Background: an optimization exercise with open tools, aiming at a short achievable clock period and few clock cycles. Do not read the settings as production practice.
Only simulation tests tie the RTL to the original design; equivalence was not proved.
Power figures rest on the tool's default switching activity, not on a simulated workload.

==> flow/design.v <==
module add32
(
  input  logic [31:0] a,
  input  logic [31:0] b,
  input  logic        cin,
  output logic [31:0] s,
  output logic        cout
);
  logic [31:0] g [6];
  logic [31:0] p [6];
  logic [32:0] c;
  assign g[0] = a & b;
  assign p[0] = a ^ b;
  genvar l, i;
  generate
    for (l = 1; l < 6; l++) begin : lvl
      for (i = 0; i < 32; i++) begin : bit_
        if (i >= (1 << (l - 1))) begin : op
          assign g[l][i] = g[l-1][i] | (p[l-1][i] & g[l-1][i - (1 << (l - 1))]);
          assign p[l][i] = p[l-1][i] & p[l-1][i - (1 << (l - 1))];
        end else begin : pass
          assign g[l][i] = g[l-1][i];
          assign p[l][i] = p[l-1][i];
        end
      end
    end
  endgenerate
  assign c[0]    = cin;
  assign c[32:1] = g[5] | (p[5] & {32{cin}});
  assign s       = p[0] ^ c[31:0];
  assign cout    = c[32];
endmodule
module cpu
(
    input logic         clk,
    input logic         rst,
    output logic [31:0] imem_addr,
    output logic [3:0]  imem_rmask,
    input logic [31:0]  imem_rdata,
    input logic         imem_resp,
    output logic [31:0] dmem_addr,
    output logic [3:0]  dmem_rmask,
    output logic [3:0]  dmem_wmask,
    input logic [31:0]  dmem_rdata,
    output logic [31:0] dmem_wdata,
    input logic         dmem_resp
);
  localparam logic [31:0] RESET_PC = 32'haaaa_a000;
  logic        global_stall;
  logic        redir;
  logic [31:0] redir_tgt;
  logic [31:0] fpc;
  logic        can_issue, ibusy, ikill;
  logic [31:0] opc, opnpc;
  logic        optk;
  logic [31:0] q_inst [8];
  logic [31:0] q_pc   [8];
  logic [31:0] q_pnpc [8];
  logic        q_ptk  [8];
  logic [2:0]  q_rptr, q_wptr;
  logic [3:0]  q_cnt;
  logic        dv, d_redone;
  logic [31:0] d_inst, d_pc, d_pnpc;
  logic        d_ptk;
  logic        ras_v;
  logic [31:0] ras;
  localparam int NB = 32;
  localparam int BI = 5;
  logic        btb_v   [NB];
  logic [7:0]  btb_tag [NB];
  logic [13:0] btb_tgt [NB];    
  logic [1:0]  btb_ctr [NB];
  logic [31:0] rf [32];
  logic [31:0] rf_v;       
  logic        e_valid;
  logic [31:0] e_pc, e_a, e_b, e_sd, e_pre, e_tgt, e_pc4, e_pnpc;
  logic        e_fa_m, e_fa_w, e_fa_x, e_fb_m, e_fb_w, e_fb_x, e_fs_m, e_fs_w, e_fs_x;
  logic        e_fa_r, e_fb_r, e_fs_r;
  logic        e_add, e_sub, e_sll, e_srl, e_sra, e_slt, e_sltu, e_xor, e_or, e_and, e_pres;
  logic        e_br, e_jal, e_jalr, e_ret, e_load, e_store, e_wr;
  logic [2:0]  e_f3;
  logic [4:0]  e_rd;
  logic        e_ptk;
  logic        m_valid, m_redone, m_upd;
  logic [31:0] m_res, m_addr, m_pnpc, m_pc, m_tgt, m_wdata;
  logic [3:0]  m_rmask, m_wmask;
  logic        m_load, m_wr, m_jalr, m_isbr, m_mis_nb, m_ret, m_uncond, m_tok, m_ptk;
  logic        m_eq, m_lt, m_ltu;
  logic [2:0]  m_bf3;
  logic        m_taken;
  logic        m_uhit;      
  logic [1:0]  m_uctr;      
  logic [31:0] m_pc4;
  logic [2:0]  m_f3;
  logic [4:0]  m_rd;
  logic        w_valid, w_load, w_wr;
  logic [31:0] w_res;
  logic [2:0]  w_f3;
  logic [1:0]  w_off;
  logic [4:0]  w_rd;
  logic        x_valid, x_wr;
  logic [31:0] x_res;
  logic [4:0]  x_rd;
  logic        dbusy;
  logic [31:0] fpc_o;
  assign imem_addr  = fpc_o;
  assign imem_rmask = can_issue ? 4'hf : 4'h0;
  logic        ifree, iacc, ipush;
  assign ifree = ~ibusy | imem_resp;
  assign iacc  = can_issue & ifree;
  assign ipush = imem_resp & ibusy & ~ikill;
  logic [BI-1:0] bidx;
  logic        bhit, bptk;
  logic [31:0] fpc4, pnpc;
  assign bidx = fpc[BI+1:2];
  assign bhit = btb_v[bidx] & (btb_tag[bidx] == fpc[BI+9:BI+2]);
  assign bptk = bhit & btb_ctr[bidx][1];
  assign fpc4 = fpc + 32'd4;
  assign pnpc = bptk ? {fpc[31:16], btb_tgt[bidx], 2'b00} : fpc4;
  logic [6:0] op;
  logic [2:0] f3;
  logic [4:0] rs1, rs2, rd;
  assign op  = d_inst[6:0];
  assign f3  = d_inst[14:12];
  assign rd  = d_inst[11:7];
  assign rs1 = d_inst[19:15];
  assign rs2 = d_inst[24:20];
  logic        d_fire, d_stall, dpred, dredir, flush;
  logic [31:0] dtgt, d_tgt, d_pc4;
  logic        qpush, qpop, d_take, d_from_q, d_from_in;
  logic        ibusy_n;
  assign ibusy_n = iacc | (ibusy & ~imem_resp);
  logic [3:0]  q_cnt_inc, q_cnt_dec;
  assign q_cnt_inc = q_cnt + 4'd1;
  assign q_cnt_dec = q_cnt - 4'd1;
  assign flush   = redir | dredir;
  assign d_take  = ~dv | d_fire;
  assign d_from_q  = d_take & (q_cnt != 4'd0);
  assign d_from_in = d_take & (q_cnt == 4'd0) & ipush;
  assign qpop  = d_from_q;
  assign qpush = ipush & ~d_from_in;
  always_ff @(posedge clk) begin
    if (rst) begin
      fpc       <= RESET_PC;
      fpc_o     <= RESET_PC;
      can_issue <= 1'b1;
      ibusy     <= 1'b0;
      ikill     <= 1'b0;
      q_rptr    <= '0;
      q_wptr    <= '0;
      q_cnt     <= '0;
      dv        <= 1'b0;
      d_redone  <= 1'b0;
      ras_v     <= 1'b0;
    end else begin
      ibusy     <= ibusy_n;
      can_issue <= flush | (({1'b0, q_cnt} + {4'b0, dv} + {4'b0, ipush} + {4'b0, ibusy_n}) <= 5'd8);
      if (flush)                 ikill <= ibusy_n;
      else if (iacc | imem_resp) ikill <= 1'b0;
      if (redir)       fpc <= redir_tgt;
      else if (dredir) fpc <= dtgt;
      else if (iacc)   fpc <= pnpc;
      if (redir)       fpc_o <= redir_tgt;
      else if (dredir) fpc_o <= dtgt;
      else if (iacc)   fpc_o <= pnpc;
      else             fpc_o <= fpc;
      if (flush) begin
        q_cnt  <= '0;
        q_rptr <= q_wptr;
      end else begin
        if (qpush & ~qpop)      q_cnt <= q_cnt_inc;
        else if (qpop & ~qpush) q_cnt <= q_cnt_dec;
        if (qpush) q_wptr <= q_wptr + 3'd1;
        if (qpop)  q_rptr <= q_rptr + 3'd1;
      end
      if (redir)                  dv <= 1'b0;
      else if (dredir)            dv <= ~d_fire;
      else if (d_take)            dv <= d_from_q | d_from_in;
      if (redir | d_take)         d_redone <= 1'b0;
      else if (dredir)            d_redone <= 1'b1;
      if (d_fire && (op == 7'b1101111 || op == 7'b1100111) && rd != 5'd0) begin
        ras_v <= 1'b1;
        ras   <= d_pc4;
      end
    end
  end
  always_ff @(posedge clk) begin
    if (iacc) begin
      opc   <= fpc;
      opnpc <= pnpc;
      optk  <= bptk;
    end
    if (q_cnt != 4'd8) begin
      q_inst[q_wptr] <= imem_rdata;
      q_pc[q_wptr]   <= opc;
      q_pnpc[q_wptr] <= opnpc;
      q_ptk[q_wptr]  <= optk;
    end
    if (d_from_q) begin
      d_inst <= q_inst[q_rptr];
      d_pc   <= q_pc[q_rptr];
      d_pnpc <= q_pnpc[q_rptr];
      d_ptk  <= q_ptk[q_rptr];
    end else if (d_from_in) begin
      d_inst <= imem_rdata;
      d_pc   <= opc;
      d_pnpc <= opnpc;
      d_ptk  <= optk;
    end
  end
  logic is_lui, is_auipc, is_jal, is_jalr, is_br, is_load, is_store, is_opimm, is_op;
  assign is_lui   = (op == 7'b0110111);
  assign is_auipc = (op == 7'b0010111);
  assign is_jal   = (op == 7'b1101111);
  assign is_jalr  = (op == 7'b1100111);
  assign is_br    = (op == 7'b1100011);
  assign is_load  = (op == 7'b0000011);
  assign is_store = (op == 7'b0100011);
  assign is_opimm = (op == 7'b0010011);
  assign is_op    = (op == 7'b0110011);
  logic use1, use2, d_wr, alu_rr;
  assign use1   = (is_jalr | is_br | is_load | is_store | is_opimm | is_op) & (rs1 != 5'd0);
  assign use2   = (is_br | is_store | is_op) & (rs2 != 5'd0);
  assign d_wr   = (is_lui | is_auipc | is_jal | is_jalr | is_load | is_opimm | is_op) & (rd != 5'd0);
  assign alu_rr = is_op | is_br;
  logic [31:0] imm_i, imm_s, imm_b, imm_u, imm_j;
  assign imm_i = {{20{d_inst[31]}}, d_inst[31:20]};
  assign imm_s = {{20{d_inst[31]}}, d_inst[31:25], d_inst[11:7]};
  assign imm_b = {{19{d_inst[31]}}, d_inst[31], d_inst[7], d_inst[30:25], d_inst[11:8], 1'b0};
  assign imm_u = {d_inst[31:12], 12'h000};
  assign imm_j = {{11{d_inst[31]}}, d_inst[31], d_inst[19:12], d_inst[20], d_inst[30:21], 1'b0};
  logic [31:0] d_imm, d_pre;
  logic        is_ret;
  assign is_ret = is_jalr & (rd == 5'd0) & (d_inst[31:20] == 12'd0);
  assign d_imm = is_store ? imm_s : imm_i;
  assign d_tgt = d_pc + (d_inst[3] ? imm_j : imm_b);
  assign d_pc4 = d_pc + 32'd4;
  assign d_pre = is_lui ? imm_u : is_auipc ? {d_pc[31:12] + d_inst[31:12], d_pc[11:0]} : d_pc4;
  logic [31:0] rv1, rv2;
  assign rv1 = (x_valid & x_wr & (x_rd == rs1)) ? x_res : (rf[rs1] & {32{rf_v[rs1]}});
  assign rv2 = (x_valid & x_wr & (x_rd == rs2)) ? x_res : (rf[rs2] & {32{rf_v[rs2]}});
  logic s1m, s1w, s1x, s2m, s2w, s2x;
  assign s1m = use1 & e_valid & e_wr & (e_rd == rs1);
  assign s1w = use1 & ~s1m & m_valid & m_wr & (m_rd == rs1);
  assign s1x = use1 & ~s1m & ~s1w & w_valid & w_wr & (w_rd == rs1);
  assign s2m = use2 & e_valid & e_wr & (e_rd == rs2);
  assign s2w = use2 & ~s2m & m_valid & m_wr & (m_rd == rs2);
  assign s2x = use2 & ~s2m & ~s2w & w_valid & w_wr & (w_rd == rs2);
  assign d_stall = (e_valid & e_load & e_wr & ((use1 & (e_rd == rs1)) | (use2 & (e_rd == rs2)))) |
                   (m_valid & m_load & m_wr & ((use1 & (m_rd == rs1)) | (use2 & (m_rd == rs2))));
  assign d_fire = dv & ~d_stall & ~global_stall & ~redir;
  logic br_guess;
  always_comb begin
    if (d_inst[31])       br_guess = 1'b1;
    else if (rs1 == rs2)  br_guess = (f3 == 3'b000) | (f3 == 3'b101) | (f3 == 3'b111);
    else                  br_guess = 1'b0;
  end
  assign dpred  = dv & ~d_ptk & (is_jal | (is_br & br_guess) | (is_ret & ras_v));
  assign dredir = dpred & ~d_redone & ~redir;
  assign dtgt   = is_ret ? ras : d_tgt;
  always_ff @(posedge clk) begin
    if (rst) begin
      e_valid  <= 1'b0;
    end else begin
      if (redir)              e_valid <= 1'b0;
      else if (!global_stall) e_valid <= d_fire;
    end
  end
  always_ff @(posedge clk) begin
    if (!global_stall) begin
      e_pc   <= d_pc;
      e_a    <= rv1;
      e_b    <= alu_rr ? rv2 : d_imm;
      e_sd   <= rv2;
      e_pre  <= d_pre;
      e_tgt  <= d_tgt;
      e_pc4  <= d_pc4;
      e_pnpc <= dpred ? dtgt : d_pnpc;
      e_fa_m <= s1m; e_fa_w <= s1w; e_fa_x <= s1x;
      e_fb_m <= s2m & alu_rr; e_fb_w <= s2w & alu_rr; e_fb_x <= s2x & alu_rr;
      e_fs_m <= s2m; e_fs_w <= s2w; e_fs_x <= s2x;
      e_fa_r <= ~(s1m | s1w | s1x);
      e_fb_r <= ~((s2m | s2w | s2x) & alu_rr);
      e_fs_r <= ~(s2m | s2w | s2x);
      e_add  <= ((is_opimm | is_op) & (f3 == 3'd0) & ~(is_op & d_inst[30])) | is_load | is_store;
      e_sub  <= is_op & (f3 == 3'd0) & d_inst[30];
      e_sll  <= (is_opimm | is_op) & (f3 == 3'd1);
      e_slt  <= (is_opimm | is_op) & (f3 == 3'd2);
      e_sltu <= (is_opimm | is_op) & (f3 == 3'd3);
      e_xor  <= (is_opimm | is_op) & (f3 == 3'd4);
      e_srl  <= (is_opimm | is_op) & (f3 == 3'd5) & ~d_inst[30];
      e_sra  <= (is_opimm | is_op) & (f3 == 3'd5) & d_inst[30];
      e_or   <= (is_opimm | is_op) & (f3 == 3'd6);
      e_and  <= (is_opimm | is_op) & (f3 == 3'd7);
      e_pres <= is_lui | is_auipc | is_jal | is_jalr;
      e_br   <= is_br;
      e_jal  <= is_jal;
      e_jalr <= is_jalr;
      e_ret  <= is_ret;
      e_load <= is_load;
      e_store <= is_store;
      e_wr   <= d_wr;
      e_f3   <= f3;
      e_rd   <= rd;
      e_ptk  <= d_ptk | dpred;
    end
  end
  logic [31:0] fa, fb, fs;
  assign fa = ({32{e_fa_m}} & m_res) | ({32{e_fa_w}} & w_res) | ({32{e_fa_x}} & x_res) |
              ({32{e_fa_r}} & e_a);
  assign fb = ({32{e_fb_m}} & m_res) | ({32{e_fb_w}} & w_res) | ({32{e_fb_x}} & x_res) |
              ({32{e_fb_r}} & e_b);
  assign fs = ({32{e_fs_m}} & m_res) | ({32{e_fs_w}} & w_res) | ({32{e_fs_x}} & x_res) |
              ({32{e_fs_r}} & e_sd);
  logic [31:0] sum, dif, shl, shr, res;
  logic        lt, ltu, eq;
  logic        sum_co, dif_co;
  add32 add_i (.a(fa), .b(fb),  .cin(1'b0), .s(sum), .cout(sum_co));
  add32 sub_i (.a(fa), .b(~fb), .cin(1'b1), .s(dif), .cout(dif_co));
  assign shl = fa << fb[4:0];
  assign shr = 32'(signed'({e_sra & fa[31], fa}) >>> fb[4:0]);
  assign ltu = ~dif_co;
  assign lt  = (fa[31] ^ fb[31]) ? fa[31] : ltu;
  assign eq  = fa == fb;
  assign res = ({32{e_add}} & sum) | ({32{e_sub}} & dif) | ({32{e_sll}} & shl) |
               ({32{e_srl | e_sra}} & shr) | ({32{e_xor}} & (fa ^ fb)) |
               ({32{e_or}} & (fa | fb)) | ({32{e_and}} & (fa & fb)) |
               {31'b0, (e_slt & lt) | (e_sltu & ltu)} | ({32{e_pres}} & e_pre);
  logic [BI-1:0] eidx;
  logic          e_uhit;
  assign eidx   = e_pc[BI+1:2];
  assign e_uhit = btb_v[eidx] & (btb_tag[eidx] == e_pc[BI+9:BI+2]);
  logic e_tok;
  assign e_tok = e_ptk & (e_pnpc == e_tgt);
  logic [3:0] rmask_e, wmask_e;
  logic [31:0] wdata_e;
  always_comb begin
    case (e_f3[1:0])
      2'b00:   rmask_e = 4'b0001 << sum[1:0];
      2'b01:   rmask_e = sum[1] ? 4'b1100 : 4'b0011;
      default: rmask_e = 4'b1111;
    endcase
    wmask_e = rmask_e;
    case (e_f3[1:0])
      2'b00:   wdata_e = {4{fs[7:0]}};
      2'b01:   wdata_e = {2{fs[15:0]}};
      default: wdata_e = fs;
    endcase
  end
  logic e_go;
  assign e_go = e_valid & ~redir;
  always_ff @(posedge clk) begin
    if (rst) begin
      m_valid  <= 1'b0;
      m_rmask  <= 4'b0;
      m_wmask  <= 4'b0;
      m_addr   <= 32'b0;
      m_wdata  <= 32'b0;
      m_redone <= 1'b0;
      m_upd    <= 1'b0;
    end else begin
      if (!global_stall) begin
        m_valid <= e_go;
        m_rmask <= (e_go & e_load) ? rmask_e : 4'b0;
        m_wmask <= (e_go & e_store) ? wmask_e : 4'b0;
        m_addr  <= sum;
        m_wdata <= wdata_e;
      end
      m_upd    <= ~global_stall & e_go & (e_br | e_jal | e_jalr);
      m_redone <= global_stall & (redir | m_redone);
    end
  end
  always_ff @(posedge clk) begin
    if (!global_stall) begin
      m_res   <= res;
      m_pnpc  <= e_pnpc;
      m_pc    <= e_pc;
      m_tgt   <= e_jalr ? {sum[31:1], 1'b0} : e_tgt;
      m_uncond <= e_jal | e_jalr;
      m_uhit  <= e_uhit;
      m_uctr  <= btb_ctr[eidx];
      m_eq    <= eq;
      m_lt    <= lt;
      m_ltu   <= ltu;
      m_bf3   <= e_f3;
      m_tok   <= e_tok;
      m_ptk   <= e_ptk;
      m_isbr  <= e_br;
      m_mis_nb <= e_jal ? ~e_tok : (~e_br & ~e_jalr & e_ptk);
      m_pc4   <= e_pc4;
      m_ret   <= e_ret;
      m_load  <= e_load;
      m_wr    <= e_wr;
      m_jalr  <= e_jalr;
      m_f3    <= e_f3;
      m_rd    <= e_rd;
    end
  end
  assign dmem_addr  = m_addr;
  assign dmem_rmask = m_rmask;
  assign dmem_wmask = m_wmask;
  assign dmem_wdata = m_wdata;
  logic m_req, dfree, stall_m, stall_w;
  assign m_req   = (m_rmask != 4'b0) | (m_wmask != 4'b0);
  assign dfree   = ~dbusy | dmem_resp;
  assign stall_m = m_req & ~dfree;
  assign stall_w = w_valid & w_load & ~dmem_resp;
  assign global_stall = stall_m | stall_w;
  always_ff @(posedge clk) begin
    if (rst) dbusy <= 1'b0;
    else     dbusy <= (m_req & dfree) | (dbusy & ~dmem_resp);
  end
  logic m_brt, m_mis;
  always_comb begin
    case (m_bf3)
      3'b000:  m_brt = m_eq;
      3'b001:  m_brt = ~m_eq;
      3'b100:  m_brt = m_lt;
      3'b101:  m_brt = ~m_lt;
      3'b110:  m_brt = m_ltu;
      default: m_brt = ~m_ltu;
    endcase
  end
  assign m_taken = m_uncond | (m_isbr & m_brt);
  assign m_mis   = m_mis_nb | (m_isbr & (m_brt ? ~m_tok : m_ptk));
  assign redir     = m_valid & ~m_redone & (m_mis | (m_jalr & (m_tgt[31:1] != m_pnpc[31:1])));
  assign redir_tgt = m_taken ? m_tgt : m_pc4;
  logic [BI-1:0] uidx;
  logic [7:0]    utag;
  logic [1:0]    uctr_n;
  logic          uwrite;
  assign uidx = m_pc[BI+1:2];
  assign utag = m_pc[BI+9:BI+2];
  always_comb begin
    if (!m_isbr)      uctr_n = 2'b11;
    else if (!m_uhit) uctr_n = 2'b10;
    else if (m_taken) uctr_n = (m_uctr == 2'b11) ? 2'b11 : m_uctr + 2'b01;
    else              uctr_n = (m_uctr == 2'b00) ? 2'b00 : m_uctr - 2'b01;
  end
  assign uwrite = m_upd & ~m_ret & (~m_isbr | m_uhit | m_taken);
  always_ff @(posedge clk) begin
    if (rst) begin
      for (int i = 0; i < NB; i++) begin
        btb_v[i]   <= 1'b0;
        btb_ctr[i] <= 2'b0;
      end
    end else if (uwrite) begin
      btb_v[uidx]   <= 1'b1;
      btb_tag[uidx] <= utag;
      btb_ctr[uidx] <= uctr_n;
      if (m_taken) btb_tgt[uidx] <= m_tgt[15:2];
    end
  end
  always_ff @(posedge clk) begin
    if (rst) begin
      w_valid <= 1'b0;
    end else if (!global_stall) begin
      w_valid <= m_valid;
    end
  end
  always_ff @(posedge clk) begin
    if (!global_stall) begin
      w_res  <= m_res;
      w_load <= m_rmask != 4'b0;
      w_wr   <= m_wr;
      w_f3   <= m_f3;
      w_off  <= m_addr[1:0];
      w_rd   <= m_rd;
    end
  end
  logic [31:0] lshift, ldata;
  assign lshift = dmem_rdata >> {w_off, 3'b000};
  always_comb begin
    case (w_f3)
      3'b000:  ldata = {{24{lshift[7]}}, lshift[7:0]};
      3'b001:  ldata = {{16{lshift[15]}}, lshift[15:0]};
      3'b100:  ldata = {24'b0, lshift[7:0]};
      3'b101:  ldata = {16'b0, lshift[15:0]};
      default: ldata = dmem_rdata;
    endcase
  end
  always_ff @(posedge clk) begin
    if (rst) begin
      x_valid <= 1'b0;
    end else if (!global_stall) begin
      x_valid <= w_valid;
    end
  end
  always_ff @(posedge clk) begin
    if (!global_stall) begin
      x_res <= w_load ? ldata : w_res;
      x_wr  <= w_wr;
      x_rd  <= w_rd;
    end
  end
  always_ff @(posedge clk) begin
    if (rst) begin
      rf_v <= 32'b0;
    end else if (x_valid & x_wr) begin
      rf_v[x_rd] <= 1'b1;
    end
  end
  always_ff @(posedge clk) begin
    if (x_valid & x_wr) rf[x_rd] <= x_res;
  end
endmodule
==> flow/flow/run.sh <==
#!/bin/bash
# The standard layout (standard synthesis, floorplan, placement, CTS, routing), with
#  - the timing repair steps asked to leave extra setup slack, so that the layout runs faster
#    than the clock period requires;
#  - port buffers of a plain buffer cell (buf_4) rather than the delay cell buffer_ports picks.
# The SDC (clock period, I/O delays, loads) is the design's, unchanged.
set -euo pipefail
export SETUP_SLACK_MARGIN=${REPAIR_MARGIN:-9.5}
export TNS_END_PERCENT=100
export BUFFER_PORTS_ARGS="-buffer_cell sky130_fd_sc_hd__buf_4"
bash standard.sh > standard_flow.log 2>&1
==> flow/standard.sh <==
#!/bin/bash
# synth_recipe.tcl (not shown) runs the flow's synth.tcl, then flattens the netlist and writes it again
# the make line also repeats each setting of config.mk as NAME=value (left out here)
make -C /OpenROAD-flow-scripts/flow DESIGN_CONFIG=/design/flow/config.mk WORK_HOME=/design/flow/orfs CLKGATE_MAP_FILE= SYNTH_SCRIPT=/design/flow/synth_recipe.tcl "${@:-finish}"
==> flow/config.mk <==
export PLATFORM = sky130hd
export DESIGN_NAME = cpu
export DESIGN_NICKNAME = cpu
export VERILOG_FILES = /design/flow/design.v
export SDC_FILE = /design/flow/constraint.sdc
export NUM_CORES = 4
export LEC_CHECK = 0
export ABC_CLOCK_PERIOD_IN_PS = 3000
export CAP_MARGIN = 20
export CORE_MARGIN = 2
export CORE_UTILIZATION = 60
export SLEW_MARGIN = 20
==> flow/constraint.sdc <==
create_clock -name core_clock -period 13.0 [get_ports {clk}]
set_input_delay 2.6000 -clock core_clock [delete_from_list [all_inputs] [get_ports {clk}]]
set_output_delay 2.6000 -clock core_clock [all_outputs]
set_load 0.01 [all_outputs]
==> impl_metrics.env, run 1 <==
export IMPL_status="finished with violations"
export IMPL_violations="max-capacitance violations, max-slew violations"
export IMPL_min_path_type="reg -> reg"
export IMPL_hold_viol_final=0
export IMPL_r2r_start="e_fa_r"
export IMPL_portBuffers=175
export IMPL_critPathMaxFanout=6
export IMPL_ioPinCount=176
export IMPL_grt_max_degree=160
export IMPL_syn_inst=9720
export IMPL_finalSetupTns_ns=0
export IMPL_grt_busiest_layer="met2"
export IMPL_cp_required_ns=13.65
export IMPL_slowest_stage="a2111oi_4"
export IMPL_syn_avg_cell_area_sq_um=16.4
export IMPL_crit_top_cell="buf_12"
export IMPL_cap_violations=1
export IMPL_setup_viol=0
export IMPL_routed_wl_um=549000
export IMPL_min_period_ns=4.22
export IMPL_timing_rr_end="m_res[23]"
export IMPL_syn_cell_area_sq_um=159000
export IMPL_wl_per_cell_um=37.9
export IMPL_r2r_cells=16
export IMPL_hpwl_um=315000
export IMPL_arrival_ns=4.87
export IMPL_hold_start="e_pc4[5]"
export IMPL_place_ws_ns=6.35
export IMPL_max_stage_delay_ns=0.44
export IMPL_clock_skew_final_ns=0.0649
export IMPL_power_leakage_nw=66.0
export IMPL_die_x_um=519
export IMPL_grt_pass1_vias=100000
export IMPL_worst_pin_slew_ns=1.86
export IMPL_cp_top_family="compound AO/OA/AOI/OAI gates"
export IMPL_gp_congestion=1.04
export IMPL_synth_async_reset_ratio=0
export IMPL_drt_initial_drc_count=15800
export IMPL_num_rows=189
export IMPL_cts_tree="done"
export IMPL_insertion_delay_ns=0.97
export IMPL_antenna_found_initial=23
export IMPL_drc=0
export IMPL_synth_distinct_cells=85
export IMPL_drive_above_1_share=0.356
export IMPL_synth_top_area_cell="edfxtp_1"
export IMPL_synth_nets=9952
export IMPL_clockBufferDepth=4
export IMPL_nets=10900
export IMPL_layout_common_cells="edfxtp_1, mux4_2, buf_4, nand2_1, nor2_1"
export IMPL_die_h_um=519
export IMPL_r2r_slack_ns=8.78
export IMPL_synth_edff_count=3282
export IMPL_peakVddDrop_v=0.000239
export IMPL_synth_top_flop_cell="edfxtp_1"
export IMPL_clk_pin_slew_ns=0.06
export IMPL_worst_slew_margin_rel=-0.243
export IMPL_fmax_ghz=0.237
export IMPL_fin_crit_sh=0.325
export IMPL_met2_usage=0.585
export IMPL_cellPowerDensity_nw_per_um2=246
export IMPL_hold_buffers=0
export IMPL_grt_ovfl_total=0
export IMPL_cp_start_kind="flop"
export IMPL_globalRouteMet1Util=0.548
export IMPL_vias_per_cell=7.16
export IMPL_rsz0062_at_grt="yes"
export IMPL_synth_top_area_frac=0.619
export IMPL_worstSetupEndpointType="flop"
export IMPL_timing_worst_setup_path_type="reg -> reg"
export IMPL_grt_pass1_wl_um=755000
export IMPL_die_area_sq_um=269000
export IMPL_root_buffer="clkbuf_16"
export IMPL_drt_pass1_iterations=10
export IMPL_cts_max_level=5
export IMPL_core_area_sq_um=265000
export IMPL_initial_utilization=0.602
export IMPL_track_usage=0.398
export IMPL_ant_nets=0
export IMPL_yosysSeqAreaShare=0.646
export IMPL_crit_buf_inv=3
export IMPL_fin_ws_ns=8.78
export IMPL_ys_seq_elements=3496
export IMPL_cts_sinks=3496
export IMPL_hold_depth=0
export IMPL_maxSlewViolCount=14
export IMPL_area_growth_syn_to_layout_pct=21.2
export IMPL_grt_use_met3=0.0991
export IMPL_layout_commonest_cell="edfxtp_1"
export IMPL_dr_total_vias=104000
export IMPL_yosys_warnings=4
export IMPL_min_to="m_pc4[5]"
export IMPL_cp_cell_sequence="buf_12, buf_12, a22oi_2, nand2_4, ha_4, and3_4, a221o_1, a21o_1, a41o_2, a2111oi_4, o31ai_4, buf_12, a31oi_4, nand2b_4, a32oi_2, a211o_1"
export IMPL_synth_area_top_cells="edfxtp_1, mux4_2, mux2i_1"
export IMPL_cts_inserted_buffers=355
[sequential cells by signal, indices dropped and copies added (netlist names), 64 cells and up, named ones only]
name,count
btb_ctr,64
btb_tag,256
btb_tgt,448
q_inst,256
q_pc,256
q_pnpc,256
rf,1024
[synthesized netlist by cell type (16+ instances only)]
master and n:
a211o_1 17, ha_1 159, or3_1 16, o22ai_1 20
o2111ai_1 20, edfxtp_1 3282, mux2_2 76, nor3_1 91
nand3_1 98, a31oi_1 45, clkbuf_1 440, o221ai_1 18
o31ai_1 21, o21a_1 19, and3_1 26, nor4_1 28
a21o_1 74, a221o_1 17, dfxtp_1 214, o211ai_1 56
nand2_1 752, buf_1 144, a211oi_1 40, nand2b_1 43
xor2_1 79, nand3b_1 17, nand4_1 50, a221oi_1 23
xnor2_1 198, and2_1 26, nor2b_1 33, buf_2 33
a21oi_1 369, a22o_1 25, mux4_2 1151, nor2_1 573
a22oi_1 250, mux2i_1 433, inv_1 176, o21ai_0 360
[logic make-up (layout without fill, tap and decap cells)]
group | after synthesis | in the layout | synth area share
DFF | 3496 | 3496 | 0.646
and+or+nand+nor | 1826 | 1839 | 0.0503
muxes | 1660 | 1660 | 0.195
AOI/OAI and AO/OA | 1483 | 1483 | 0.0599
buffers and inverters | 813 | 2009 | 0.0198
xor gates and xnor gates | 277 | 277 | 0.0152
adders and majority gates | 165 | 165 | 0.0132
other | 0 | 7 | 0
[what timing repair did]
| item | 4_1_cts | 5_1_grt |
|---|---|---|
| setup endpoints to repair | 2083 | 1147 |
| buffers inserted | 483 | 164 |
| pin swaps | 304 | 233 |
| gates resized for setup | 1430 | 463 |
| cloned | 77 | 24 |
[worst max-delay path by stage]
stage                    endpoint      start  cells after the start
finish                  m_res[23]     e_fa_r                     16
global route            m_res[23]     e_fa_m                     15
CTS                 imem_addr[13]  fpc_o[13]                      2
detailed placement           flop  dmem_resp                     11
global placement             flop  dmem_resp                      9
floorplan                  e_a[0]  dmem_resp                      4
[layer usage]
metal,vias up,share of wire
met1,53500,0.36
met3,1531,0.13
li1,40900,-
met2,7637,0.45
met4,10,0.072
met5,-,0.00013
[area by class of cell]
| class | count | area [sq um] |
|---|---|---|
| Timing Repair inverter | 10 | 121 |
| Clock buffer | 472 | 9830 |
| Antenna cell | 7 | 17.5 |
| Sequential cell | 3496 | 103000 |
| Fill cell | 15900 | 71800 |
| Multi-Input combinational cell | 5424 | 59000 |
| Inverter | 182 | 897 |
| Clock inverter | 176 | 1760 |
| Tap cell | 3533 | 4420 |
| Timing Repair Buffer | 1169 | 13700 |
[through the flow]
step	cells	hold slack (ns)	area [sq um]	util	total power [mW]
after floorplan	9720	0.400	159000	-	25.6
after global placement	13100	0.402	165000	0.624	31.2
after detailed placement	13100	0.405	165000	0.624	31.5
after CTS	14300	0.410	189000	0.714	45.6
after global routing	14500	0.424	193000	0.729	48.6
final	14500	0.414	193000	0.729	47.5
[where the power goes]
part | total, mW | switching (mW) | internal [mW]
Combinational | 20.8 | 11.7 | 9.08
Clock | 10.3 | 4.40 | 5.89
Sequential | 16.4 | 1.68 | 14.7
Total | 47.5 | 17.8 | 29.7
Testbench counts, summed over its fixed seeds: cycles 62,198.
==> run 2: changes to the inputs <==
--- a/flow/config.mk
+++ b/flow/config.mk
@@ -9,4 +9,4 @@
 export CAP_MARGIN = 20
 export CORE_MARGIN = 2
-export CORE_UTILIZATION = 60
+export CORE_UTILIZATION = 50
 export SLEW_MARGIN = 20
==> run 2 against run 1 <==
  * The run now finishes clean
  * Critical endpoint is now imem_addr[13]
  * Synthesized cell count unchanged
  * Highest routed layer unchanged
  * Largest cell class unchanged
  * Critical path type is now reg -> out
  * First-iteration DRC count decreased by 11%
  * Maximum frequency increased by 1.4%
==> impl_metrics.env, run 2 <==
export IMPL_status="complete, no violations"
export IMPL_cts_inserted_buffers=374
export IMPL_rsz0062_at_grt="yes"
export IMPL_cap_violations=0
export IMPL_r2r_slack_ns=8.84
export IMPL_drt_pass1_iterations=7
export IMPL_cp_start_kind="flop"
export IMPL_hold_viol_final=0
export IMPL_drc=0
export IMPL_worst_slew_margin_rel=0.191
export IMPL_yosysMostFrequentCell="edfxtp_1"
export IMPL_num_rows=207
export IMPL_synth_async_reset_ratio=0
export IMPL_ant_nets=0
export IMPL_arrival_ns=1.56
export IMPL_cts_tree="done"
export IMPL_timing_worst_setup_path_type="reg -> out"
export IMPL_layout_common_cells="edfxtp_1, mux4_2, buf_4, nand2_1, nor2_1"
export IMPL_largestRegisters="rf x1024, btb_tgt x448"
export IMPL_vias_per_cell=6.69
export IMPL_antenna_found_initial=26
export IMPL_syn_cell_area_sq_um=159000
export IMPL_hpwl_um=335000
export IMPL_slowest_stage="dfxtp_4"
export IMPL_grt_pass1_vias=99700
export IMPL_synth_commonest_cells="edfxtp_1, mux4_2, nand2_1, nor2_1, clkbuf_1"
export IMPL_yosys_warnings=4
export IMPL_wl_per_cell_um=36.7
export IMPL_routed_wl_um=557000
export IMPL_gp_congestion=1.00
export IMPL_die_x_um=568
export IMPL_cp_required_ns=10.40
export IMPL_clk_pin_slew_ns=0.06
export IMPL_cts_sinks=3496
export IMPL_grt_max_degree=98
export IMPL_clockBufferDepth=4
export IMPL_synth_top_area_frac=0.619
export IMPL_area_growth_syn_to_layout_pct=22.4
export IMPL_portBuffers=175
export IMPL_yosysSeqAreaShare=0.646
export IMPL_cellPowerDensity_nw_per_um2=248
export IMPL_die_h_um=568
export IMPL_synth_area_top_cells="edfxtp_1, mux4_2, mux2i_1"
export IMPL_finalSetupTns_ns=0
export IMPL_worstSetupEndpointType="primary output"
export IMPL_synth_distinct_cells=85
export IMPL_nets=10900
export IMPL_critPathMaxFanout=2
export IMPL_fmax_ghz=0.240
export IMPL_synth_nets=9952
export IMPL_track_usage=0.339
export IMPL_core_area_sq_um=317000
export IMPL_synth_edff_count=3282
export IMPL_power_leakage_nw=66.5
export IMPL_fin_cells=15200
export IMPL_drt_initial_drc_count=14000
export IMPL_peakVddDrop_v=0.000170
export IMPL_syn_avg_cell_area_sq_um=16.4
export IMPL_max_stage_delay_ns=0.35
export IMPL_grt_pass1_wl_um=769000
export IMPL_grt_ovfl_total=0
export IMPL_root_buffer="clkbuf_16"
export IMPL_clock_skew_final_ns=0.0723
export IMPL_die_area_sq_um=323000
export IMPL_layout_commonest_cell="edfxtp_1"
export IMPL_top_register="rf"
export IMPL_setup_viol=0
export IMPL_ys_seq_elements=3496
export IMPL_min_period_ns=4.16
export IMPL_cts_max_level=5
export IMPL_hold_buffers=0
export IMPL_min_path_type="reg -> reg"
export IMPL_dpl_cell_count=13700
export IMPL_fin_crit_sh=0.320
export IMPL_synth_top_area_cell="edfxtp_1"
export IMPL_drive_above_1_share=0.361
export IMPL_worst_pin_slew_ns=1.20
export IMPL_ioPinCount=176
export IMPL_initial_utilization=0.502
export IMPL_dr_total_vias=102000
export IMPL_insertion_delay_ns=0.96
export IMPL_synth_top_flop_cell="edfxtp_1"
export IMPL_syn_inst=9720
export IMPL_largest_register_ffs=1024
export IMPL_maxSlewViolCount=0
export IMPL_cp_cell_sequence="buf_8, buf_6"
[run 2: cell counts after synthesis]
No cell type changed its count.
[run 2: area by class of cell]
type                            count  area, sq um
Inverter                          182          891
Fill cell                       22800       122000
Clock buffer                      484        10200
Antenna cell                       12         30.0
Timing Repair inverter             18          188
Timing Repair Buffer             1186        13900
Clock inverter                    205         2340
Tap cell                         4180         5230
Sequential cell                  3496       103000
Multi-Input combinational cell   5421        58800
[run 2: worst paths after layout]
kind,start,endpoint,cells past startpoint
worst max register to register,flop,fpc_o[17],15
worst max-delay path,fpc_o[13],imem_addr[13],2
worst min register to register,e_pc4[24],m_pc4[24],0
worst min-delay path,e_pc4[24],m_pc4[24],0
[run 2: cell families after synthesis]
logic type	Yosys count	share of synthesized area
compound gates	1483	0.0599
fa+ha+maj	165	0.0132
xor+xnor	277	0.0152
mux	1660	0.195
buf+inv	813	0.0198
simple gates	1826	0.0503
flops	3496	0.646
[run 2: through the flow]
stage / util / hold slack, ns / instance area [sq um] / power (mW) / setup WS (ns)
6_report: 0.614 / 0.419 / 195000 / 48.3 / 8.84
5_1_grt: 0.614 / 0.420 / 195000 / 49.6 / 8.78
4_1_cts: 0.601 / 0.419 / 191000 / 46.7 / 8.79
3_5_place_dp: 0.524 / 0.405 / 166000 / 31.7 / 6.41
3_3_place_gp: 0.523 / 0.401 / 166000 / 31.5 / 6.56
2_1_floorplan: - / 0.400 / 159000 / 25.6 / 8.34
[run 2: power breakdown]
part	internal (mW)	switching (mW)
registers	14.7	1.64
logic	9.24	11.7
clock network	6.45	4.55
[run 2: worst max-delay path: cells and delay by family (launching register included)]
kind	cells	cell delay, ns
buffers and inverters	2	0.25
DFF	1	0.35
[run 2: timing repair]
action | CTS | global route
resized for setup | 1517 | 476
buffers inserted | 486 | 172
cloned | 84 | 16
pin swaps | 305 | 231
endpoints found under the hold margin | 0 | 0
endpoints found under the setup margin | 2062 | 1232
[run 2: routing by layer]
| metal | global-route usage | part of all wire |
|---|---|---|
| met1 | 0.461 | 0.38 |
| met2 | 0.523 | 0.46 |
| met3 | 0.0701 | 0.10 |
| met4 | 0.167 | 0.061 |
| met5 | 0 | 0.00012 |
==> run 3: changes to the inputs <==
--- a/flow/config.mk
+++ b/flow/config.mk
@@ -9,4 +9,4 @@
 export CAP_MARGIN = 20
 export CORE_MARGIN = 2
-export CORE_UTILIZATION = 50
+export CORE_UTILIZATION = 40
 export SLEW_MARGIN = 20
==> run 3 against run 2 <==
  * The layout now fails its checks (max-capacitance violations, max-slew violations)
  * Critical path depth fell by 1
  * Register-to-register slack gained 0.05 ns
  * Final area up 0.70%
  * Die area is 25% higher
==> impl_metrics.env, run 3 <==
export IMPL_status="finished with violations"
export IMPL_violations="max-capacitance violations, max-slew violations"
export IMPL_insertion_delay_ns=1.00
export IMPL_critPathMaxFanout=2
export IMPL_hpwl_um=333000
export IMPL_drive_above_1_share=0.365
export IMPL_synth_distinct_cells=85
export IMPL_r2r_cells=13
export IMPL_layout_commonest_cell="edfxtp_1"
export IMPL_synth_area_mux_share=0.195
export IMPL_place_ws_ns=6.24
export IMPL_seqPwrFrac=0.345
export IMPL_wl_per_cell_um=34.8
export IMPL_slowest_stage="dfxtp_4"
export IMPL_synth_xor_area_frac=0.0152
export IMPL_synth_top_area_frac=0.619
export IMPL_maxSlewViolCount=12
export IMPL_cp_cell_sequence="buf_8"
export IMPL_grt_pass1_wl_um=774000
export IMPL_synth_nets=9952
export IMPL_min_path_type="reg -> reg"
export IMPL_cts_sinks=3496
export IMPL_finalSetupTns_ns=0
export IMPL_min_period_ns=4.21
export IMPL_cap_violations=1
export IMPL_hold_viol_final=0
export IMPL_synth_top_area_cell="edfxtp_1"
export IMPL_synthSimpleGateAreaFrac=0.0503
export IMPL_combPwrFrac=0.435
export IMPL_clockBufferDepth=4
export IMPL_synth_async_reset_ratio=0
export IMPL_num_rows=231
export IMPL_clock_skew_final_ns=0.106
export IMPL_rsz0062_at_grt="yes"
export IMPL_cellPowerDensity_nw_per_um2=243
export IMPL_cts_inserted_buffers=369
export IMPL_die_area_sq_um=403000
export IMPL_startpoint="m_wdata[22]"
export IMPL_switching_share=0.374
export IMPL_worstSetupEndpointType="primary output"
export IMPL_cts_max_level=5
export IMPL_dr_total_vias=102000
export IMPL_worst_slew_margin_rel=-0.125
export IMPL_vias_per_cell=6.31
export IMPL_synth_adder_area_share=0.0132
export IMPL_nets=10900
export IMPL_synth_top_flop_cell="edfxtp_1"
export IMPL_die_h_um=635
export IMPL_clk_pin_slew_ns=0.06
export IMPL_gp_congestion=0.962
export IMPL_drt_pass1_iterations=8
export IMPL_routed_wl_um=564000
export IMPL_ys_seq_elements=3496
export IMPL_track_usage=0.268
export IMPL_hold_start="e_pc[1]"
export IMPL_grt_ovfl_total=0
export IMPL_initial_utilization=0.402
export IMPL_grt_max_degree=131
export IMPL_cts_tree="done"
export IMPL_r2r_start="e_fa_x"
export IMPL_setup_viol=0
export IMPL_antenna_found_initial=29
export IMPL_fin_ws_ns=8.79
export IMPL_portBuffers=175
export IMPL_synth_compound_area_frac=0.0599
export IMPL_largestRegisters="rf x1024, btb_tgt x448"
export IMPL_pwr_share_clk=0.221
export IMPL_hold_depth=0
export IMPL_yosys_warnings=4
export IMPL_worst_pin_slew_ns=1.69
export IMPL_power_leakage_nw=66.4
export IMPL_ioPinCount=176
export IMPL_largest_register_ffs=1024
export IMPL_max_stage_delay_ns=0.44
export IMPL_yosysMostFrequentCell="edfxtp_1"
export IMPL_fin_crit_sh=0.324
export IMPL_yosysSeqAreaShare=0.646
export IMPL_cp_required_ns=10.40
export IMPL_area_growth_syn_to_layout_pct=23.2
export IMPL_drc=0
export IMPL_r2r_slack_ns=8.89
export IMPL_root_buffer="clkbuf_16"
export IMPL_timing_rr_end="m_res[31]"
export IMPL_top_register="rf"
export IMPL_cp_top_family="flip-flops"
export IMPL_cp_start_kind="flop"
export IMPL_peakVddDrop_v=0.000201
export IMPL_core_area_sq_um=396000
export IMPL_synth_area_top_cells="edfxtp_1, mux4_2, mux2i_1"
export IMPL_syn_cell_area_sq_um=159000
export IMPL_grt_pass1_vias=99600
export IMPL_synth_commonest_cells="edfxtp_1, mux4_2, nand2_1, nor2_1, clkbuf_1"
export IMPL_drt_initial_drc_count=14400
export IMPL_syn_avg_cell_area_sq_um=16.4
export IMPL_hold_buffers=0
export IMPL_fmax_ghz=0.237
export IMPL_min_to="m_pc[1]"
export IMPL_intPower_mw=29.8
export IMPL_synth_top_family_by_area="multiplexers"
export IMPL_ant_nets=0
export IMPL_synth_edff_count=3282
export IMPL_arrival_ns=1.61
export IMPL_crit_buf_inv=1
export IMPL_timing_worst_setup_path_type="reg -> out"
export IMPL_die_x_um=635
export IMPL_power_switching_mw=17.8
export IMPL_layout_common_cells="edfxtp_1, mux4_2, buf_4, nand2_1, nor2_1"
export IMPL_syn_inst=9720
export IMPL_fillCellCount=32400
[run 3: worst max-delay path by stage]
| stage | slack, ns | depth (start not counted) | to |
|---|---|---|---|
| after floorplan | 8.34 | 4 | e_a[0] |
| after global placement | 6.29 | 10 | flop |
| after detailed placement | 6.24 | 10 | flop |
| after CTS | 8.76 | 1 | dmem_wdata[22] |
| after global routing | 8.80 | 15 | m_res[31] |
| final | 8.79 | 1 | dmem_wdata[22] |
[run 3: kinds of logic (layout without fill, tap and decap cells)]
| kind of cell | Yosys count | after routing |
|---|---|---|
| DFF | 3496 | 3496 |
| xor gates and xnor gates | 277 | 277 |
| AOI/OAI and AO/OA | 1483 | 1483 |
| adders and majority gates | 165 | 165 |
| muxes | 1660 | 1660 |
| other | 0 | 9 |
| buffers and inverters | 813 | 2054 |
| and+or+nand+nor | 1826 | 1836 |
[run 3: layout make-up]
cell class / count / area, sq um / area share
sequential: 3496 / 103000 / 0.526
antenna: 9 / 22.5 / 0.000115
timing repair inverter: 6 / 70.1 / 0.000357
timing repair buffer: 1193 / 14100 / 0.0717
clock inverter: 211 / 2060 / 0.0105
tap: 5242 / 6560 / 0.0334
clock buffer: 462 / 9900 / 0.0505
inverter: 182 / 922 / 0.00470
multi-input combinational: 5421 / 59400 / 0.303
[run 3: power by group through the flow]
stage / logic, mW / registers (mW) / clock network, mW
4_1_cts: 18.7 / 16.4 / 10.6
3_5_place_dp: 14.7 / 17.0 / 0
3_3_place_gp: 14.6 / 16.9 / 0
2_1_floorplan: 9.87 / 15.7 / 0
6_report: 20.7 / 16.4 / 10.5
5_1_grt: 21.5 / 16.5 / 11.1
[run 3: per-layer routing]
metal  vias up  global-route usage  routed length (um)
met5         -                   0                 126
met4        20               0.128               33900
met3      1191              0.0457               56200
met2      6357               0.414              257000
met1     53800               0.371              217000
li1      41100                   -                   -
[run 3: what timing repair did]
item                                    4_1_cts  5_1_grt
gates resized for setup                    1411      628
endpoints found under the setup margin     2281     1027
setup buffers                               485      195
pin swaps                                   250      244
gates cloned                                 63       26
[run 3: through the flow]
stage / cells / hold WS (ns) / utilization / cell area [sq um] / power [mW]
floorplan: 9720 / 0.400 / - / 159000 / 25.6
global placement: 14800 / 0.400 / 0.423 / 167000 / 31.5
detailed placement: 14800 / 0.405 / 0.423 / 167000 / 31.7
CTS: 16000 / 0.417 / 0.483 / 191000 / 45.7
global route: 16200 / 0.423 / 0.495 / 196000 / 49.1
finish: 16200 / 0.416 / 0.495 / 196000 / 47.6
==> run 4: changes to the inputs <==
--- a/flow/design.v
+++ b/flow/design.v
@@ -103,6 +103,5 @@
   logic [4:0]  x_rd;
   logic        dbusy;
-  logic [31:0] fpc_o;
-  assign imem_addr  = fpc_o;
+  assign imem_addr  = fpc;
   assign imem_rmask = can_issue ? 4'hf : 4'h0;
   logic        ifree, iacc, ipush;
@@ -143,5 +142,4 @@
     if (rst) begin
       fpc       <= RESET_PC;
-      fpc_o     <= RESET_PC;
       can_issue <= 1'b1;
       ibusy     <= 1'b0;
@@ -161,8 +159,4 @@
       else if (dredir) fpc <= dtgt;
       else if (iacc)   fpc <= pnpc;
-      if (redir)       fpc_o <= redir_tgt;
-      else if (dredir) fpc_o <= dtgt;
-      else if (iacc)   fpc_o <= pnpc;
-      else             fpc_o <= fpc;
       if (flush) begin
         q_cnt  <= '0;
--- a/flow/config.mk
+++ b/flow/config.mk
@@ -9,4 +9,4 @@
 export CAP_MARGIN = 20
 export CORE_MARGIN = 2
-export CORE_UTILIZATION = 40
+export CORE_UTILIZATION = 50
 export SLEW_MARGIN = 20
==> run 4 against run 3 <==
  * The run now finishes clean
  * Die area down 20%
  * Largest cell class unchanged
  * Critical path depth rose by 12
  * Largest power group unchanged
  * Global-route usage grew 6.7 points
==> impl_metrics.env, run 4 <==
export IMPL_largest_register_ffs=1024
export IMPL_r2r_slack_ns=8.76
export IMPL_timing_worst_setup_path_type="reg -> reg"
export IMPL_fmax_ghz=0.236
export IMPL_initial_utilization=0.502
export IMPL_num_rows=207
export IMPL_grt_pass1_wl_um=764000
export IMPL_clk_pin_slew_ns=0.06
export IMPL_drive_above_1_share=0.371
export IMPL_die_h_um=569
export IMPL_worst_pin_slew_ns=1.12
export IMPL_met2_length_um=259000
export IMPL_syn_cell_area_sq_um=159000
export IMPL_grt_max_degree=91
export IMPL_min_path_type="reg -> reg"
export IMPL_largestRegisters="rf x1024, btb_tgt x448"
export IMPL_cap_violations=0
export IMPL_worst_slew_margin_rel=0.252
export IMPL_cts_inserted_buffers=370
export IMPL_cellPowerDensity_nw_per_um2=245
export IMPL_fin_cells=15200
export IMPL_finalSetupTns_ns=0
export IMPL_synth_top_area_frac=0.618
export IMPL_synth_edff_count=3282
export IMPL_yosys_warnings=4
export IMPL_critPathMaxFanout=37
export IMPL_maxSlewViolCount=0
export IMPL_antenna_found_initial=25
export IMPL_top_register="rf"
export IMPL_hold_viol_final=0
export IMPL_min_period_ns=4.24
export IMPL_fin_util=0.616
export IMPL_core_area_sq_um=318000
export IMPL_die_area_sq_um=323000
export IMPL_clock_skew_final_ns=0.0798
export IMPL_insertion_delay_ns=0.99
export IMPL_drt_pass1_iterations=6
export IMPL_synth_area_top_cells="edfxtp_1, mux4_2, mux2i_1"
export IMPL_cts_sinks=3496
export IMPL_status="complete, no violations"
export IMPL_root_buffer="clkbuf_16"
export IMPL_rsz0062_at_grt="yes"
export IMPL_hold_buffers=0
export IMPL_syn_inst=9738
export IMPL_synth_nets=9970
export IMPL_cp_start_kind="flop"
export IMPL_ant_nets=0
export IMPL_top_layer_used="met5"
export IMPL_cp_required_ns=13.69
export IMPL_synth_async_reset_ratio=0
export IMPL_total_power_mw=47.8
export IMPL_track_usage=0.335
export IMPL_ys_seq_elements=3496
export IMPL_drt_initial_drc_count=13100
export IMPL_portBuffers=175
export IMPL_synth_commonest_cells="edfxtp_1, mux4_2, nand2_1, nor2_1, mux2i_1"
export IMPL_nets=10900
export IMPL_fin_crit_sh=0.327
export IMPL_vias_per_cell=6.69
export IMPL_wl_met1_um=208000
export IMPL_area_growth_syn_to_layout_pct=22.7
export IMPL_power_leakage_nw=66.8
export IMPL_synth_top_area_cell="edfxtp_1"
export IMPL_fin_ws_ns=8.76
export IMPL_syn_avg_cell_area_sq_um=16.4
export IMPL_cts_tree="done"
export IMPL_synth_top_flop_cell="edfxtp_1"
export IMPL_synth_distinct_cells=96
export IMPL_gp_congestion=0.977
export IMPL_setup_viol=0
export IMPL_dr_total_vias=101000
export IMPL_ioPinCount=176
export IMPL_fillCellCount=23000
export IMPL_peakVddDrop_v=0.000181
export IMPL_dpl_cell_count=13700
export IMPL_clockBufferDepth=4
export IMPL_layout_common_cells="edfxtp_1, mux4_2, buf_4, nand2_1, nor2_1"
export IMPL_grt_pass1_vias=99000
export IMPL_layout_commonest_cell="edfxtp_1"
export IMPL_wl_per_cell_um=36.6
export IMPL_worstSetupEndpointType="flop"
export IMPL_grt_ovfl_total=0
export IMPL_yosysSeqAreaShare=0.645
export IMPL_routed_wl_um=554000
export IMPL_die_x_um=569
export IMPL_place_ws_ns=6.45
export IMPL_route_met3_wl_um=50700
export IMPL_hpwl_um=331000
export IMPL_yosysMostFrequentCell="edfxtp_1"
export IMPL_arrival_ns=4.94
export IMPL_drc=0
export IMPL_cts_max_level=5
run 4: cell types whose count changed in the layout (fill, tap and decap cells not counted), sizes merged, moves of 12 or more:
cell    delta
a22oi     -24
o21ai     -27
inv       +16
buf       -56
and2      +19
a21oi     -20
nand2     +19
xor2      +32
xnor2     -39
a211o     -13
o21bai    +12
bufinv    +17
or4       +12
run 4: cell type report:
class / count / area (sq um) / share of cell area
repair buffers: 1146 / 13700 / 0.0700
flip-flops and latches: 3496 / 103000 / 0.527
inverters: 192 / 967 / 0.00494
clock buffers: 451 / 9710 / 0.0496
repair inverters: 12 / 189 / 0.000966
diodes: 6 / 15.0 / 0.0000768
multi-input cells: 5438 / 60100 / 0.307
well taps: 4180 / 5230 / 0.0267
clock inverters: 230 / 2610 / 0.0133
run 4: path summary, 6_finish.rpt:
check	startpoint	endpoint	cells after the start
worst max register to register	x_res[20]	m_res[30]	13
worst min-delay path	e_pc4[8]	m_pc4[8]	0
worst min register to register	e_pc4[8]	m_pc4[8]	0
worst max-delay path	x_res[20]	m_res[30]	13
run 4: repair_timing:
| item | CTS | global route |
|---|---|---|
| pin swaps | 245 | 303 |
| cloned | 73 | 28 |
| setup buffers | 416 | 203 |
| endpoints found under the setup margin | 2131 | 1345 |
| resized for setup | 1510 | 584 |
| endpoints found under the hold margin | 0 | 0 |
run 4: power breakdown:
part	internal [mW]	switching [mW]
Sequential	14.7	1.60
Combinational	9.12	11.6
Clock	6.22	4.58
run 4: kinds of logic (layout without fill, tap and decap cells):
group           count (synthesis)  count (layout)  share of synthesized area
compound gates               1436            1436                     0.0586
fa+ha+maj                     166             166                     0.0132
xor+xnor                      270             270                     0.0148
buf+inv                       816            2031                     0.0202
flops                        3496            3496                      0.645
other cells                     0               6                          0
simple gates                 1893            1905                     0.0526
mux                          1661            1661                      0.195
run 4: layer usage:
layer / GRT usage / vias up
li1: - / 41000
met1: 0.453 / 52900
met2: 0.527 / 6016
met3: 0.0559 / 1312
met4: 0.173 / 22
met5: 0 / -
run 4: stage by stage:
| stage | cell area, sq um | hold slack [ns] |
|---|---|---|
| after floorplan | 160000 | 0.400 |
| after global placement | 166000 | 0.402 |
| after detailed placement | 166000 | 0.405 |
| after CTS | 190000 | 0.397 |
| after global routing | 196000 | 0.414 |
| final | 196000 | 0.410 |
run 4: critical path, cell delays in order (launching register included):
cell	delay, ns
edfxtp_1	0.32
buf_4	0.39
a22oi_1	0.19
nand2_2	0.29
ha_2	0.41
nor2_1	0.22
nand2_1	0.17
o31ai_1	0.74
or4_4	0.27
o21ai_4	0.09
o22ai_4	0.20
o31ai_2	0.09
mux2_2	0.27
a221o_1	0.29
Testbench counts of run 4, summed over its fixed seeds: cycles 62,198.
==> run 5: changes to the inputs <==
--- a/flow/design.v
+++ b/flow/design.v
@@ -75,5 +75,5 @@
   logic        e_valid;
   logic [31:0] e_pc, e_a, e_b, e_sd, e_pre, e_tgt, e_pc4, e_pnpc;
-  logic        e_fa_m, e_fa_w, e_fa_x, e_fb_m, e_fb_w, e_fb_x, e_fs_m, e_fs_w, e_fs_x;
+  logic        e_fa_m, e_fa_x, e_fb_m, e_fb_x, e_fs_m, e_fs_x;
   logic        e_fa_r, e_fb_r, e_fs_r;
   logic        e_add, e_sub, e_sll, e_srl, e_sra, e_slt, e_sltu, e_xor, e_or, e_and, e_pres;
@@ -241,4 +241,7 @@
   assign s2w = use2 & ~s2m & m_valid & m_wr & (m_rd == rs2);
   assign s2x = use2 & ~s2m & ~s2w & w_valid & w_wr & (w_rd == rs2);
+  logic [31:0] op1, op2;
+  assign op1 = s1w ? m_res : (s1x & ~w_load) ? w_res : rv1;
+  assign op2 = s2w ? m_res : (s2x & ~w_load) ? w_res : rv2;
   assign d_stall = (e_valid & e_load & e_wr & ((use1 & (e_rd == rs1)) | (use2 & (e_rd == rs2)))) |
                    (m_valid & m_load & m_wr & ((use1 & (m_rd == rs1)) | (use2 & (m_rd == rs2))));
@@ -264,17 +267,17 @@
     if (!global_stall) begin
       e_pc   <= d_pc;
-      e_a    <= rv1;
-      e_b    <= alu_rr ? rv2 : d_imm;
-      e_sd   <= rv2;
+      e_a    <= op1;
+      e_b    <= alu_rr ? op2 : d_imm;
+      e_sd   <= op2;
       e_pre  <= d_pre;
       e_tgt  <= d_tgt;
       e_pc4  <= d_pc4;
       e_pnpc <= dpred ? dtgt : d_pnpc;
-      e_fa_m <= s1m; e_fa_w <= s1w; e_fa_x <= s1x;
-      e_fb_m <= s2m & alu_rr; e_fb_w <= s2w & alu_rr; e_fb_x <= s2x & alu_rr;
-      e_fs_m <= s2m; e_fs_w <= s2w; e_fs_x <= s2x;
-      e_fa_r <= ~(s1m | s1w | s1x);
-      e_fb_r <= ~((s2m | s2w | s2x) & alu_rr);
-      e_fs_r <= ~(s2m | s2w | s2x);
+      e_fa_m <= s1m; e_fa_x <= s1x & w_load;
+      e_fb_m <= s2m & alu_rr; e_fb_x <= s2x & w_load & alu_rr;
+      e_fs_m <= s2m; e_fs_x <= s2x & w_load;
+      e_fa_r <= ~(s1m | (s1x & w_load));
+      e_fb_r <= ~((s2m | (s2x & w_load)) & alu_rr);
+      e_fs_r <= ~(s2m | (s2x & w_load));
       e_add  <= ((is_opimm | is_op) & (f3 == 3'd0) & ~(is_op & d_inst[30])) | is_load | is_store;
       e_sub  <= is_op & (f3 == 3'd0) & d_inst[30];
@@ -301,10 +304,7 @@
   end
   logic [31:0] fa, fb, fs;
-  assign fa = ({32{e_fa_m}} & m_res) | ({32{e_fa_w}} & w_res) | ({32{e_fa_x}} & x_res) |
-              ({32{e_fa_r}} & e_a);
-  assign fb = ({32{e_fb_m}} & m_res) | ({32{e_fb_w}} & w_res) | ({32{e_fb_x}} & x_res) |
-              ({32{e_fb_r}} & e_b);
-  assign fs = ({32{e_fs_m}} & m_res) | ({32{e_fs_w}} & w_res) | ({32{e_fs_x}} & x_res) |
-              ({32{e_fs_r}} & e_sd);
+  assign fa = ({32{e_fa_m}} & m_res) | ({32{e_fa_x}} & x_res) | ({32{e_fa_r}} & e_a);
+  assign fb = ({32{e_fb_m}} & m_res) | ({32{e_fb_x}} & x_res) | ({32{e_fb_r}} & e_b);
+  assign fs = ({32{e_fs_m}} & m_res) | ({32{e_fs_x}} & x_res) | ({32{e_fs_r}} & e_sd);
   logic [31:0] sum, dif, shl, shr, res;
   logic        lt, ltu, eq;
==> run 5 against run 4 <==
  * Clock skew down 0.017 ns
  * Routed wire length up 6.0%
  * Critical path depth up 5
  * Sequential cell count down 3
  * Final area up 0.82%
==> impl_metrics.env, run 5 <==
export IMPL_dr_total_vias=105000
export IMPL_clock_skew_final_ns=0.0623
export IMPL_synth_area_top_cells="edfxtp_1, mux4_2, dfxtp_1"
export IMPL_clockBufferDepth=4
export IMPL_yosysMostFrequentCell="edfxtp_1"
export IMPL_die_x_um=569
export IMPL_synth_area_mux_share=0.193
export IMPL_fin_crit_sh=0.345
export IMPL_die_area_sq_um=323000
export IMPL_hpwl_um=338000
export IMPL_intPower_mw=30.1
export IMPL_min_path_type="reg -> reg"
export IMPL_fmax_ghz=0.223
export IMPL_power_switching_mw=18.5
export IMPL_drt_pass1_iterations=11
export IMPL_r2r_cells=18
export IMPL_hold_buffers=0
export IMPL_cts_sinks=3493
export IMPL_grt_ovfl_total=0
export IMPL_fillCellCount=22700
export IMPL_critPathMaxFanout=7
export IMPL_synth_top_area_cell="edfxtp_1"
export IMPL_grt_max_degree=149
export IMPL_crit_end="m_res[29]"
export IMPL_top_register="rf"
export IMPL_antenna_found_initial=37
export IMPL_wl_per_cell_um=38.4
export IMPL_yosysSeqAreaShare=0.645
export IMPL_max_stage_delay_ns=0.43
export IMPL_pwr_share_clk=0.214
export IMPL_rsz0062_at_grt="yes"
export IMPL_worst_pin_slew_ns=1.24
export IMPL_cellPowerDensity_nw_per_um2=247
export IMPL_synth_edff_count=3279
export IMPL_synth_top_family_by_area="multiplexers"
export IMPL_synth_top_area_frac=0.618
export IMPL_r2r_start="e_fb_m"
export IMPL_track_usage=0.353
export IMPL_worstSetupEndpointType="flop"
export IMPL_synth_commonest_cells="edfxtp_1, mux4_2, nor2_1, nand2_1, a21oi_1"
export IMPL_timing_rr_end="m_res[29]"
export IMPL_synth_adder_area_share=0.0132
export IMPL_cp_top_family="compound AO/OA/AOI/OAI gates"
export IMPL_min_period_ns=4.48
export IMPL_syn_inst=9765
export IMPL_synth_xor_area_frac=0.0149
export IMPL_grt_pass1_wl_um=797000
export IMPL_cts_inserted_buffers=370
export IMPL_yosys_warnings=4
export IMPL_cp_required_ns=13.69
export IMPL_hold_viol_final=0
export IMPL_cts_max_level=5
export IMPL_power_leakage_nw=67.9
export IMPL_r2r_slack_ns=8.52
export IMPL_gp_congestion=0.974
export IMPL_switching_share=0.380
export IMPL_syn_avg_cell_area_sq_um=16.3
export IMPL_synth_top_flop_cell="edfxtp_1"
export IMPL_largestRegisters="rf x1024, btb_tgt x448"
export IMPL_die_h_um=569
export IMPL_synth_distinct_cells=95
export IMPL_crit_top_cell="buf_4"
export IMPL_synth_compound_area_frac=0.0620
export IMPL_grt_pass1_vias=102000
export IMPL_layout_common_cells="edfxtp_1, mux4_2, buf_4, nor2_1, nand2_1"
export IMPL_ioPinCount=176
export IMPL_total_power_mw=48.6
export IMPL_startpoint="e_fb_m"
export IMPL_synth_async_reset_ratio=0
export IMPL_synth_nets=9997
export IMPL_ant_nets=0
export IMPL_largest_register_ffs=1024
export IMPL_crit_buf_inv=6
export IMPL_drc=0
export IMPL_insertion_delay_ns=0.99
export IMPL_drive_above_1_share=0.384
export IMPL_path_depth=18
export IMPL_vias_per_cell=6.86
export IMPL_seqPwrFrac=0.337
export IMPL_cp_cell_sequence="buf_12, buf_6, buf_4, a222oi_1, buf_4, inv_1, ha_4, clkinvlp_4, a21oi_1, o21bai_1, a21oi_2, o311ai_4, a21o_4, a211o_4, a311oi_4, o31ai_2, mux2_4, a211o_1"
export IMPL_timing_worst_setup_path_type="reg -> reg"
export IMPL_nets=11000
export IMPL_maxSlewViolCount=0
export IMPL_cts_tree="done"
export IMPL_initial_utilization=0.502
export IMPL_root_buffer="clkbuf_16"
export IMPL_synthSimpleGateAreaFrac=0.0519
export IMPL_routed_wl_um=587000
export IMPL_drt_initial_drc_count=16500
export IMPL_portBuffers=175
export IMPL_setup_viol=0
export IMPL_arrival_ns=5.18
export IMPL_core_area_sq_um=318000
export IMPL_area_growth_syn_to_layout_pct=23.7
export IMPL_worst_slew_margin_rel=0.175
export IMPL_clk_pin_slew_ns=0.06
export IMPL_cap_violations=0
export IMPL_placed_cell_area_sq_um=167000
export IMPL_slowest_stage="edfxtp_1"
export IMPL_fin_area_sq_um=197000
export IMPL_peakVddDrop_v=0.000163
export IMPL_cp_start_kind="flop"
export IMPL_whs_ns=0.399
export IMPL_combPwrFrac=0.449
export IMPL_ys_seq_elements=3493
export IMPL_status="complete, no violations"
export IMPL_finalSetupTns_ns=0
export IMPL_layout_commonest_cell="edfxtp_1"
export IMPL_syn_cell_area_sq_um=159000
export IMPL_num_rows=207
[run 5: final cells by class]
cell class / instances / area, sq um / area share
Sequential cell: 3493 / 103000 / 0.523
Multi-Input combinational cell: 5448 / 60100 / 0.305
Timing Repair Buffer: 1311 / 16000 / 0.0810
Clock buffer: 473 / 9990 / 0.0506
Tap cell: 4180 / 5230 / 0.0265
Clock inverter: 198 / 1760 / 0.00891
Inverter: 184 / 896 / 0.00454
Timing Repair inverter: 9 / 150 / 0.000761
Antenna cell: 19 / 47.5 / 0.000241
[run 5: worst reg2reg max path, delay by kind of cell, from the launching register on]
kind,cells,cell delay (ns)
AO/OA/AOI/OAI,10,2.30
flip-flops,1,0.43
adder cells (fa/ha/maj),1,0.34
buffers and inverters,6,0.86
multiplexers,1,0.31
[run 5: what timing repair did]
action | in CTS | in global routing
setup buffers | 481 | 217
pin swaps | 232 | 218
setup endpoints to repair | 2279 | 1093
resized for setup | 1548 | 617
hold endpoints to repair | 0 | 0
gates cloned | 108 | 28
[run 5: worst min-delay path by stage]
| stage | start | to | slack [ns] | depth (start not counted) |
|---|---|---|---|---|
| finish | e_pc4[8] | m_pc4[8] | 0.40 | 0 |
| global route | e_pc4[10] | m_pc4[10] | 0.41 | 0 |
| CTS | e_pc4[8] | m_pc4[8] | 0.40 | 0 |
| detailed placement | e_pc4[2] | m_pc4[2] | 0.40 | 0 |
| global placement | e_pc4[7] | m_pc4[7] | 0.40 | 0 |
| floorplan | e_f3[2] | m_f3[2] | 0.40 | 0 |
[run 5: logic make-up after synthesis]
family,count (synthesis)
simple gates,1897
flops,3493
fa+ha+maj,166
compound gates,1521
xor+xnor,271
buf+inv,825
mux,1592
[run 5: layer usage]
layer,part of all wire,vias up,track usage
li1,-,41600,-
met1,0.36,54800,0.470
met2,0.46,7186,0.548
met3,0.11,1462,0.0683
met4,0.069,20,0.200
met5,0.00023,-,0
[run 5: metrics by stage]
stage               std cells   util  setup slack [ns]
global placement        13800  0.525              6.65
global route            15300  0.621              8.42
finish                  15300  0.621              8.52
detailed placement      13800  0.525              6.54
CTS                     15000  0.605              8.58
floorplan                9765      -              8.31
[run 5: power by group through the flow]
stage	sequential [mW]	clock, mW	combinational (mW)
CTS	16.3	10.5	20.2
global placement	17.1	0	15.1
finish	16.4	10.4	21.8
detailed placement	17.1	0	15.2
global route	16.5	10.9	22.5
floorplan	15.8	0	9.98
Testbench counts of run 5, summed over its fixed seeds: cycles 62,198.

port drivers added, routing unchanged:
The results above use ideal ports. As a check the final layouts listed here were re-extracted and re-timed, cells and wires unchanged. Step 1 (the two cells are an assumption about what drives the block):
set clk [get_ports {clk}]
set_driving_cell -lib_cell sky130_fd_sc_hd__clkbuf_16 $clk
set_driving_cell -lib_cell sky130_fd_sc_hd__buf_2 [delete_from_list [all_inputs] $clk]
Step 2 adds t to the input delays and takes it off the output delays; t is the mean of the earliest and latest rising clock arrival at the registers after step 1. Input paths then give back, and output paths get back, about the clock's delay inside the block. Slacks: ideal ports / drivers / drivers and shift; pairs: ideal ports / drivers.
run | shift t [ns] | setup slack, ns | worst register clock-pin slew, ns | worst data-port slew with drivers (ns)
run 1 | 1.049 | 8.779 / 8.723 / 8.002 | 0.07 / 0.07 | 0.16
run 2 | 1.034 | 8.839 / 8.732 / 7.922 | 0.07 / 0.07 | 0.16
run 3 | 1.053 | 8.789 / 8.679 / 8.073 | 0.07 / 0.07 | 0.21
run 4 | 1.067 | 8.755 / 8.653 / 8.171 | 0.07 / 0.07 | 0.20
run 5 | 1.073 | 8.517 / 8.517 / 8.078 | 0.07 / 0.07 | 0.39
The setup slack of run 2, which loses most, moves by -0.107 ns with the drivers and by -0.917 ns with both steps.
